From an optimization exercise on the open Yosys and OpenROAD flow, aimed at small area, a short achievable clock period and few clock cycles per item; shortcuts taken in it are not production practice. Where RTL was checked, it was by simulation tests only, not by an equivalence proof against the original. The RTL of runs 2 and 3 was laid out without a check of its function.

==> flow/design.v, too long to show whole: its modules and the start of the top module <==
// module ahb_lite_fir_filter: 683 lines
module ahb_lite_fir_filter(
    input clk,
          n_rst,
    input logic hsel,
    input logic [3:0] haddr,
    input logic hsize,
    input logic [1:0] htrans,
    input logic hwrite,
    input logic [15:0] hwdata,
    output logic [15:0] hrdata,
    output logic hresp
);
  // ...
==> flow/flow/run.sh <==
#!/bin/bash
# The standard layout, with timing repair aimed at a setup slack margin
# (a shorter achieved period than the 12 ns constraint) and port buffers of a
# regular buffer cell. The clock and constraints are the standard flow's own.
set -euo pipefail
MARGIN=${MARGIN:-6.5}
bash standard.sh "SETUP_SLACK_MARGIN=$MARGIN" \
    "BUFFER_PORTS_ARGS=-buffer_cell sky130_fd_sc_hd__buf_2" finish > standard_flow.log 2>&1
==> flow/standard.sh <==
#!/bin/bash
# synth_recipe.tcl (not shown) runs the flow's synth.tcl, then flattens the netlist and writes it again
# the make line also repeats each setting of config.mk as NAME=value (left out here)
make -C /OpenROAD-flow-scripts/flow DESIGN_CONFIG=/design/flow/config.mk WORK_HOME=/design/flow/orfs CLKGATE_MAP_FILE= SYNTH_SCRIPT=/design/flow/synth_recipe.tcl "${@:-finish}"
==> flow/config.mk <==
export PLATFORM = sky130hd
export DESIGN_NAME = ahb_lite_fir_filter
export DESIGN_NICKNAME = ahb_lite_fir_filter
export VERILOG_FILES = /design/flow/design.v
export SDC_FILE = /design/flow/constraint.sdc
export NUM_CORES = 4
export LEC_CHECK = 0
export ABC_CLOCK_PERIOD_IN_PS = 5500
export CAP_MARGIN = 20
export CORE_MARGIN = 2
export CORE_UTILIZATION = 40
export SLEW_MARGIN = 20
==> flow/constraint.sdc <==
create_clock -name core_clock -period 12.0 [get_ports {clk}]
set_input_delay 2.4000 -clock core_clock [delete_from_list [all_inputs] [get_ports {clk}]]
set_output_delay 2.4000 -clock core_clock [all_outputs]
set_load 0.01 [all_outputs]
==> results.cfg, run 1 <==
[run_status]
run_status = timing/DRC/antenna clean

[clocking]
post_cts_buffers = 65
cts_max_level = 2
clock_latency_ns = 0.59
tritoncts = yes

[timing]
skew_ns = 0.0398
setup-violations-final = 0
worstMarginPinSlew_ns = 1.17
relSlewSlack_pct = 21.7

[min_path]
min_from = nb[9]$_DFFE_PN1P_

[cells_and_area]
final-seq-area_um2 = 7990
drive_above_1_share_pct = 23.7
area_share_nonclk_buffers_pct = 4.96
n_all_inverters = 312
postLayoutCoreUtil_pct = 47.2

[setup_path]
path_delay_family = adder cells
crit_arrival_ns = 6.59
r2r_start = a2[2]$_DFF_P_
crit_cells = 27

[global_route]
use_met3_pct = 3.75
grt_pass1_wl_um = 104000
use_met2_pct = 37.3

[synthesis]
synth.distinct_cells = 72
synth_adder_area_share_pct = 24.4

[floorplanning]
start_util_pct = 40.4
pin_count = 44
fp-row-count = 88

[flow_run]
cap_viol_max_count = 0

[placed_design]
preCtsSetupSlack_ns = 5.23
place_inst = 3047
Testbench counts, summed over its fixed seeds: cycles 2,064, samples 512.
==> run 2: changes to the inputs <==
--- a/flow/design.v
+++ b/flow/design.v
@@ -550,61 +550,61 @@
     assign m2_w219 = m2_w138 ^ m2_w177 ^ m2_w176;
     assign m2_w220 = (m2_w138 & m2_w177) | (m2_w176 & (m2_w138 ^ m2_w177));
     assign m2_w221 = m2_w179 ^ m2_w140 ^ m2_w178;
     assign m2_w222 = (m2_w179 & m2_w140) | (m2_w178 & (m2_w179 ^ m2_w140));
     assign m2_w223 = (a2[6] & b2[15]) ^ m2_w180;
     assign m2_w224 = (a2[6] & b2[15]) & m2_w180;
     assign m2_r0 = {m2_w224, m2_w223, m2_w221, m2_w219, m2_w216, m2_w214, m2_w212, m2_w210, m2_w208, m2_w206, m2_w204, m2_w202, m2_w200, m2_w198, m2_w196, m2_w194, m2_w192, m2_w190, m2_w188, m2_w186, m2_w184, m2_w182, s1c[0]};
     assign m2_r1 = {1'b0, m2_w222, m2_w220, m2_w218, m2_w217, m2_w215, m2_w213, m2_w211, m2_w209, m2_w207, m2_w205, m2_w203, m2_w201, m2_w199, m2_w197, m2_w195, m2_w193, m2_w191, m2_w189, m2_w187, m2_w185, m2_w183, m2_w181};
-    logic [L:0]  m2_lo;
-    logic [15:0] s16, c16;
-    logic        c_lo;
-    assign m2_lo = {1'b0, m2_r0[L-1:0]} + {1'b0, m2_r1[L-1:0]} + {{L{1'b0}}, s1k};
-    assign c_lo  = m2_lo[L];
-    assign s16   = m2_r0[L+15:L];
-    assign c16   = m2_r1[L+15:L];
-    logic [16:0] wsum;
-    logic        w;                         
-    assign wsum  = {1'b0, s16} + {1'b0, c16} + {16'd0, c_lo};
-    assign w     = wsum[16];
-    logic [17:0] nb_x, ap_y, s18, c18, v1, v2, u1, u2;
-    logic        sub;
+    logic [31-K:0] r;
+    logic          w;
+    assign r = m2_r0 + m2_r1 + {{(31-K){1'b0}}, s1k};
+    assign w = r[31-K];
+    logic [17:0]   nb_x, ap_y, v1, v2, u1, u2;
+    logic [17+L:0] z1, z2;
+    logic          sub;
     assign sub  = k_t1 | k_t3;
     assign nb_x = k_t2 ? 18'h3FFFF : nb;
     assign ap_y = k_t2 ? 18'd1 : ap;
-    assign s18  = {2'b00, s16} ^ {18{sub}};
-    assign c18  = {2'b00, c16} ^ {18{sub}};
-    assign v1   = nb_x + s18 + c18 + {17'd0, sub} + {17'd0, c_lo ^ sub};    
-    assign v2   = {2'b00, s16} + {2'b00, c16} + {17'd0, c_lo} + ~ap_y + 18'd1;   
-    assign u1   = {v1[17:16] + (sub ? {1'b0, w} : -{1'b0, w}), v1[15:0]};
+    assign z1   = {nb_x ^ {18{sub}}, {L{1'b0}}} + m2_r0 + m2_r1 + {{(17+L){1'b0}}, s1k};
+    assign z2   = {~ap_y, {L{1'b1}}} + m2_r0 + m2_r1 + {{(17+L){1'b0}}, s1k} + {{(17+L){1'b0}}, 1'b1};
+    assign v1   = z1[17+L:L];
+    assign v2   = z2[17+L:L];
+    assign u1   = sub ? {~v1[17:16] + {1'b0, w}, ~v1[15:0]} : {v1[17:16] - {1'b0, w}, v1[15:0]};
     assign u2   = {v2[17:16] - {1'b0, w}, v2[15:0]};
     logic err_new;
-    assign err_new = (w ? (v2[17:16] == 2'b10) : (v2[17:16] == 2'b01)) |
-                     (w ? (v1[17:16] == 2'b11) : (v1[17:16] == 2'b10));
+    assign err_new = (v1[17] & ~(v1[16] ^ w)) | ((v2[17] ^ v2[16]) & ~(v2[17] ^ w));
     logic busy, err_bit;
     assign busy    = wr_pend | samp_pend | r14[0];
     assign err_bit = k_t0 ? err_new : err;
     logic [15:0] mag, pdata, rdata;
+    logic        st_hw, st_b1;
     assign mag = res[16] ? (~res[15:0] + 16'd1) : res[15:0];
+    assign st_hw = rd_req & (haddr[3:1] == 3'd0) & hsize;
+    assign st_b1 = rd_req & (haddr == 4'd1) & ~hsize;
     always_comb begin
         case (haddr[3:1])
-            3'd0:    pdata = {7'd0, err_bit, 7'd0, busy};
+            3'd0:    pdata = {15'd0, busy};
             3'd1:    pdata = mag;
             3'd2:    pdata = smp;
             3'd3:    pdata = c0;
             3'd4:    pdata = c1;
             3'd5:    pdata = c2;
             3'd6:    pdata = c3;
             default: pdata = {r15, r14};
         endcase
-        if (hsize)
+        if (!rd_req)
+            rdata = 16'd0;
+        else if (hsize)
             rdata = pdata;
         else
             rdata = {8'd0, haddr[0] ? pdata[15:8] : pdata[7:0]};
+        rdata[8] = rdata[8] | (st_hw & err_bit);
+        rdata[0] = rdata[0] | (st_b1 & err_bit);
     end
     always_ff @(posedge clk) begin
         s1s <= m1_r0[15+K:K];
         s1c <= m1_r1[15+K:K];
         s1k <= m1_lo[K];
         a2  <= a1[15:K];
         b2  <= b1;
     end
@@ -632,17 +632,17 @@
             k_t2      <= 1'b0;
             k_t1      <= 1'b0;
             k_t3      <= 1'b0;
             ap        <= 18'd1;
             nb        <= 18'h3FFFF;
             res       <= 17'd0;
             err       <= 1'b0;
         end else begin
-            hrdata  <= rd_req ? rdata : 16'd0;
+            hrdata  <= rdata;
             wr_pend <= wr_req;
             wr_pair <= haddr[3:1];
             if (wr_smp) begin
                 smp <= hwdata;
                 h1  <= smp;
                 h2  <= h1;
             end
             if (wr_c0) c0 <= hwdata;
==> flow/flow/run.sh (replaced) <==
#!/bin/bash
# The standard layout, with timing repair aimed at a setup slack margin
# (a shorter achieved period than the 12 ns constraint) and port buffers of a
# regular buffer cell. The clock and constraints are the standard flow's own.
set -euo pipefail
MARGIN=${MARGIN:-7.0}
bash standard.sh "SETUP_SLACK_MARGIN=$MARGIN" \
    "BUFFER_PORTS_ARGS=-buffer_cell sky130_fd_sc_hd__buf_2" finish > standard_flow.log 2>&1
==> results.cfg, run 2 <==
[floorplanning]
coreArea_um2 = 60100
start_util_pct = 40.4
die-area_um2 = 62700
fp.dieH_um = 250
fp-row-count = 90
pin_count = 44
die_w_um = 250

[cells_and_area]
area_delta_synth_final_pct = 21.7
final_area_um2 = 29600
drive_above_1_share_pct = 28.4
n_antenna_cell = 0
finalNonFillerCells = 3407
nets = 2973
reg_top3 = ap x18, nb x18, res x17
layout_commonest_cell = inv_1
postLayoutCoreUtil_pct = 49.1
layout_common_cells = inv_1 (332), nand2_1 (281), dfrtp_1 (254), fa_1 (199), mux2_2 (193)

[route]
route.detailed.drc = 0
antenna_left = 0
wl_per_cell_um = 21.0
wirelength_um = 71600
vias = 18600
vias_per_cell = 5.45
drtIter0Drc = 1545
first_pass_iters = 6

[synthesis]
postSynthAreaPerCell_um2 = 9.96
synthArstFlopShare_pct = 83.5
syn_inst = 2437
yosys.area.top_type_share_pct = 26.2
synth.most_common_cell = inv_1
yosysTopAreaCell = dfrtp_1
netlist_top_cells_count = inv_1 (350), nand2_1 (301), dfrtp_1 (254)
synth_area_um2 = 24300
synthesis.nets = 2815
yosysWarnings = 1
ys_seq_area_share_pct = 32.7
synth-main-ff-cell = dfrtp_1
synth_edf_count = 0
synth_seq_cells = 327
ys_top_cells_by_area = dfrtp_1 (26%), fa_1 (19%), mux2_2 (9.0%), ha_1 (6.2%), inv_1 (5.4%)
synth.distinct_cells = 80

[clocking]
cts-hold-fix-buffers = 0
cts_made_buffers = 39
tritoncts = yes
cts_max_level = 2
path_clk_slew_ns = 0.06
clock_latency_ns = 0.57
clockBufferDepth = 3
numClockSinks = 327
cts-root-buf = clkbuf_16

[placed_design]
gp_congestion = 0.882
dp_hpwl_um = 49000
port_buffers = 43
place_area_um2 = 25700
place_inst = 3200

[global_route]
grt_max_degree = 84
grt_pass1_wl_um = 111000
grt_pass1_vias = 19500
grt_antenna_before_repair = 2
gr-usage-all-layers_pct = 22.7
grt_overflow_total = 0

[timing]
relSlewSlack_pct = 25.9
max_freq_mhz = 162
hold_violations = 0
rsz0062_at_grt = true
slew_viol_final = 0
period_share_pct = 51.3
fin_tns_setup_ns = 0
worstMarginPinSlew_ns = 1.08
skew_ns = 0.0241
period_minus_slack_ns = 6.16
setup-violations-final = 0

[setup_path]
crit_type = reg -> reg
cp_data_required_time_ns = 12.49
reg2reg_slack_ns = 5.84
critPathSlowestCell = fa_1
endpoint_kind = flop
cp_common_cell = fa_2
cp-start-kind = flop
crit_path_max_fanout = 7
crit_arrival_ns = 6.65
crit_buf_inv = 2
cpPeakStageDelay_ns = 0.56
path_cells = and2_4 > fa_1 > fa_2 > fa_2 > inv_2 > fa_2 > fa_1 > inv_2 > ha_4 > o21ai_2 > a32oi_2 > a21oi_2 > o31a_1 > o211ai_1 > a211oi_2 > nor3_2 > xnor2_1 > ha_2 > nand2b_1 > or4_1 > nand4_1 > a211oi_2 > o21ai_1
path_delay_family = adder cells

[run_status]
run_status = timing/DRC/antenna clean

[flow_run]
cap_viol_max_count = 0

[min_path]
hp-class = reg -> reg
-- run 2: cell count changes after synthesis, sizes merged, moves of 8 or more --
cell	before	now
ha	89	120
mux2	186	194
nor2b	27	16
inv	312	351
clkbuf	70	79
o21ai	87	96
a211oi	10	19
nor4	2	10
or2	20	8
nand2	292	301
a21oi	52	75
-- run 2: what timing repair did --
item / CTS / global route
cloned: 2 / 1
buffers inserted: 95 / 38
setup endpoints to repair: 56 / 66
resized for setup: 203 / 150
pin swaps: 94 / 104
-- run 2: logic make-up after synthesis --
| logic type | count (synthesis) | share of synthesized area [%] |
|---|---|---|
| fa+ha+maj | 352 | 25.3 |
| buf+inv | 444 | 6.88 |
| xor+xnor | 79 | 2.91 |
| simple gates | 655 | 12.1 |
| mux | 229 | 10.5 |
| compound gates | 351 | 9.65 |
| flops | 327 | 32.7 |
-- run 2: per-layer routing --
metal  vias up  GRT usage, %  share of wire, %
li1       8340             -                 -
met1      9486          30.3                43
met2       602          38.2                49
met3       124          3.06               5.5
met4         4          7.36               3.0
met5         -             0             0.034
-- run 2: area by class of cell --
cell class	count	area, um^2
fillers	5506	30600
multi-input cells	1667	16100
flip-flops and latches	327	8000
repair buffers	209	1860
inverters	351	1320
clock buffers	51	1080
well taps	782	978
clock inverters	20	229
-- run 2: final timing paths --
| kind | from | end | cells after the start |
|---|---|---|---|
| setup / recovery | b2[3]$_DFF_P_ | hrdata[0]$_DFF_PN0_ | 23 |
| hold / removal | r15[5]$_DFFE_PN0P_ | r15[5]$_DFFE_PN0P_ | 2 |
| setup reg to reg | b2[3]$_DFF_P_ | hrdata[0]$_DFF_PN0_ | 23 |
| hold reg to reg | r15[5]$_DFFE_PN0P_ | r15[5]$_DFFE_PN0P_ | 2 |
| max in group asynchronous | n_rst | c1[7]$_DFFE_PN0P_ | 3 |
| min in group asynchronous | n_rst | ap[8]$_DFFE_PN0P_ | 1 |
-- run 2: worst reg2reg max path: cells and delay by family (launching register included) --
kind            cells  cell delay (ns)
compound gates      8             1.51
xor+xnor            1             0.13
fa+ha+maj           7             3.05
buf+inv             2             0.09
flops               1             0.37
simple gates        5             0.94
-- run 2: through the flow --
| step | setup WS (ns) | hold WS (ns) |
|---|---|---|
| after floorplan | 6.13 | 0.440 |
| after global routing | 5.62 | 0.492 |
| after detailed placement | 5.38 | 0.465 |
| after global placement | 5.56 | 0.454 |
| after CTS | 5.85 | 0.480 |
| final | 5.84 | 0.480 |
==> run 3: changes to the inputs <==
==> flow/flow/run.sh (replaced) <==
#!/bin/bash
# The standard layout, with timing repair aimed at a setup slack margin
# (a shorter achieved period than the 12 ns constraint) and port buffers of a
# regular buffer cell. The clock and constraints are the standard flow's own.
set -euo pipefail
MARGIN=${MARGIN:-6.5}
bash standard.sh "SETUP_SLACK_MARGIN=$MARGIN" \
    "BUFFER_PORTS_ARGS=-buffer_cell sky130_fd_sc_hd__buf_2" finish > standard_flow.log 2>&1
==> results.cfg, run 3 <==
[setup_path]
r2r_cells = 28
reg2reg_slack_ns = 5.78
crit_buf_inv = 7
cp-start-kind = flop
crit_path_max_fanout = 6
crit_arrival_ns = 6.70
endpoint_kind = flop
path_delay_family = adder cells
crit_type = reg -> reg
r2r_start = a2[3]$_DFF_P_
cpPeakStageDelay_ns = 0.54
critPathSlowestCell = fa_1
r2r_end = hrdata[8]$_DFF_PN0_
cp_data_required_time_ns = 12.48
cp_common_cell = inv_2

[route]
wirelength_um = 70400
first_pass_iters = 6
vias = 18300
drtIter0Drc = 1371
antenna_left = 0
vias_per_cell = 5.46
route.detailed.drc = 0
wl_per_cell_um = 21.0

[synthesis]
synth.distinct_cells = 80
yosys.area.top_type_share_pct = 26.2
syn_inst = 2437
yosysWarnings = 1
synth_area_um2 = 24300
ys_top_cells_by_area = dfrtp_1 (26%), fa_1 (19%), mux2_2 (9.0%), ha_1 (6.2%), inv_1 (5.4%)
synthesis.nets = 2815
postSynthAreaPerCell_um2 = 9.96
yosysTopAreaCell = dfrtp_1
ys_seq_area_share_pct = 32.7
synth-main-ff-cell = dfrtp_1
synth_edf_count = 0
synth_seq_cells = 327
synth.most_common_cell = inv_1
netlist_top_cells_count = inv_1 (350), nand2_1 (301), dfrtp_1 (254)
synthArstFlopShare_pct = 83.5

[cells_and_area]
drive_above_1_share_pct = 24.2
layout_common_cells = inv_1 (332), nand2_1 (287), dfrtp_1 (254), fa_1 (204), mux2_2 (194)
nets = 2928
area_delta_synth_final_pct = 17.4
reg_top3 = ap x18, nb x18, res x17
finalNonFillerCells = 3359
layout_commonest_cell = inv_1
final_area_um2 = 28500
postLayoutCoreUtil_pct = 47.4

[min_path]
holdPathEnd = r15[3]$_DFFE_PN0P_
min_from = r15[3]$_DFFE_PN0P_
min_path_cells = 2
hp-class = reg -> reg

[timing]
slew_viol_final = 0
rsz0062_at_grt = true
fin_tns_setup_ns = 0
fin_ws_ns = 5.78
period_minus_slack_ns = 6.22
worstMarginPinSlew_ns = 1.10
skew_ns = 0.0154
relSlewSlack_pct = 24.9
setup-violations-final = 0
holdWs_ns = 0.469
max_freq_mhz = 161
period_share_pct = 51.8
hold_violations = 0

[placed_design]
port_buffers = 43
place_area_um2 = 25500
place_inst = 3201
preCtsSetupSlack_ns = 5.20
gp_congestion = 0.891
dp_hpwl_um = 49100

[flow_run]
cap_viol_max_count = 0

[clocking]
numClockSinks = 327
cts_made_buffers = 39
clockBufferDepth = 3
cts-root-buf = clkbuf_16
cts_max_level = 2
cts-hold-fix-buffers = 0
clock_latency_ns = 0.57
tritoncts = yes
path_clk_slew_ns = 0.06

[global_route]
grt_pass1_wl_um = 110000
grt_overflow_total = 0
gr-usage-all-layers_pct = 22.6
grt_max_degree = 78
grt_pass1_vias = 19500
grt_antenna_before_repair = 3

[floorplanning]
fp-row-count = 90
die-area_um2 = 62700
pin_count = 44
start_util_pct = 40.4
die_w_um = 250
fp.dieH_um = 250
coreArea_um2 = 60100

[run_status]
run_status = timing/DRC/antenna clean
-- run 3: worst max-delay path by stage --
stage	start	to	slack (ns)	cells after the start
final	a2[3]$_DFF_P_	hrdata[8]$_DFF_PN0_	5.78	28
after global routing	a2[3]$_DFF_P_	hrdata[8]$_DFF_PN0_	5.58	28
after CTS	a2[3]$_DFF_P_	hrdata[0]$_DFF_PN0_	5.89	27
after detailed placement	a2[0]$_DFF_P_	hrdata[0]$_DFF_PN0_	5.20	26
after global placement	a2[0]$_DFF_P_	hrdata[0]$_DFF_PN0_	5.38	23
after floorplan	a2[2]$_DFF_P_	hrdata[8]$_DFF_PN0_	6.12	27
-- run 3: cells by family (layout without fill, tap and decap cells) --
logic type | count (synthesis) | in the layout | synth area share, %
and+or+nand+nor | 655 | 655 | 12.1
buffers and inverters | 444 | 583 | 6.88
adders and majority gates | 352 | 352 | 25.3
AOI/OAI and AO/OA | 351 | 351 | 9.65
DFF | 327 | 327 | 32.7
muxes | 229 | 229 | 10.5
xor gates and xnor gates | 79 | 79 | 2.91
other | 0 | 1 | 0
-- run 3: timing repair --
action	4_1_cts	5_1_grt
pin swaps	72	24
gates resized for setup	165	46
gates cloned	4	0
buffers inserted	73	13
setup endpoints to repair	42	38
-- run 3: worst min-delay path, cell delays in order (launching register included) --
cell	delay [ns]
dfrtp_1	0.33
nand2_1	0.05
nand2_1	0.05
-- run 3: area by class of cell --
cell class	instances	area, um^2
Antenna cell	1	2.50
Timing Repair Buffer	165	1350
Clock buffer	58	1160
Fill cell	5498	31600
Clock inverter	9	136
Multi-Input combinational cell	1666	15600
Inverter	351	1320
Sequential cell	327	7990
Tap cell	782	978
-- run 3: routing by layer --
metal	part of all wire, %	track usage, %	vias up
li1	-	-	8242
met5	0.016	0	-
met4	3.9	8.79	2
met3	6.1	3.69	154
met1	42	29.2	9324
met2	48	37.9	620

port drivers added, routing unchanged:
The flow's constraints put no driver on any port. The routed layouts listed below were extracted and timed again, unchanged, in two steps. Step 1 (the two cells are an assumption about what drives the block):
set clk [get_ports {clk}]
set_driving_cell -lib_cell sky130_fd_sc_hd__clkbuf_16 $clk
set_driving_cell -lib_cell sky130_fd_sc_hd__buf_2 [delete_from_list [all_inputs] $clk]
Step 2 also shifts input and output timing later by t, the mid clock arrival at the registers, as if the neighbouring blocks saw the same clock. Slacks: ideal / step 1 / step 2; pairs: ideal / step 1.
run	t (ns)	setup WS [ns]	hold WS [ns]	slew at the worst register clock pin (ns)
run 1	0.628	5.925 / 5.925 / 5.925	0.452 / 0.452 / 0.452	0.07 / 0.07
run 2	0.616	5.841 / 5.841 / 5.841	0.480 / 0.480 / 0.480	0.07 / 0.07
run 3	0.625	5.785 / 5.785 / 5.785	0.469 / 0.469 / 0.469	0.07 / 0.07
After both steps every run listed still meets setup and hold.
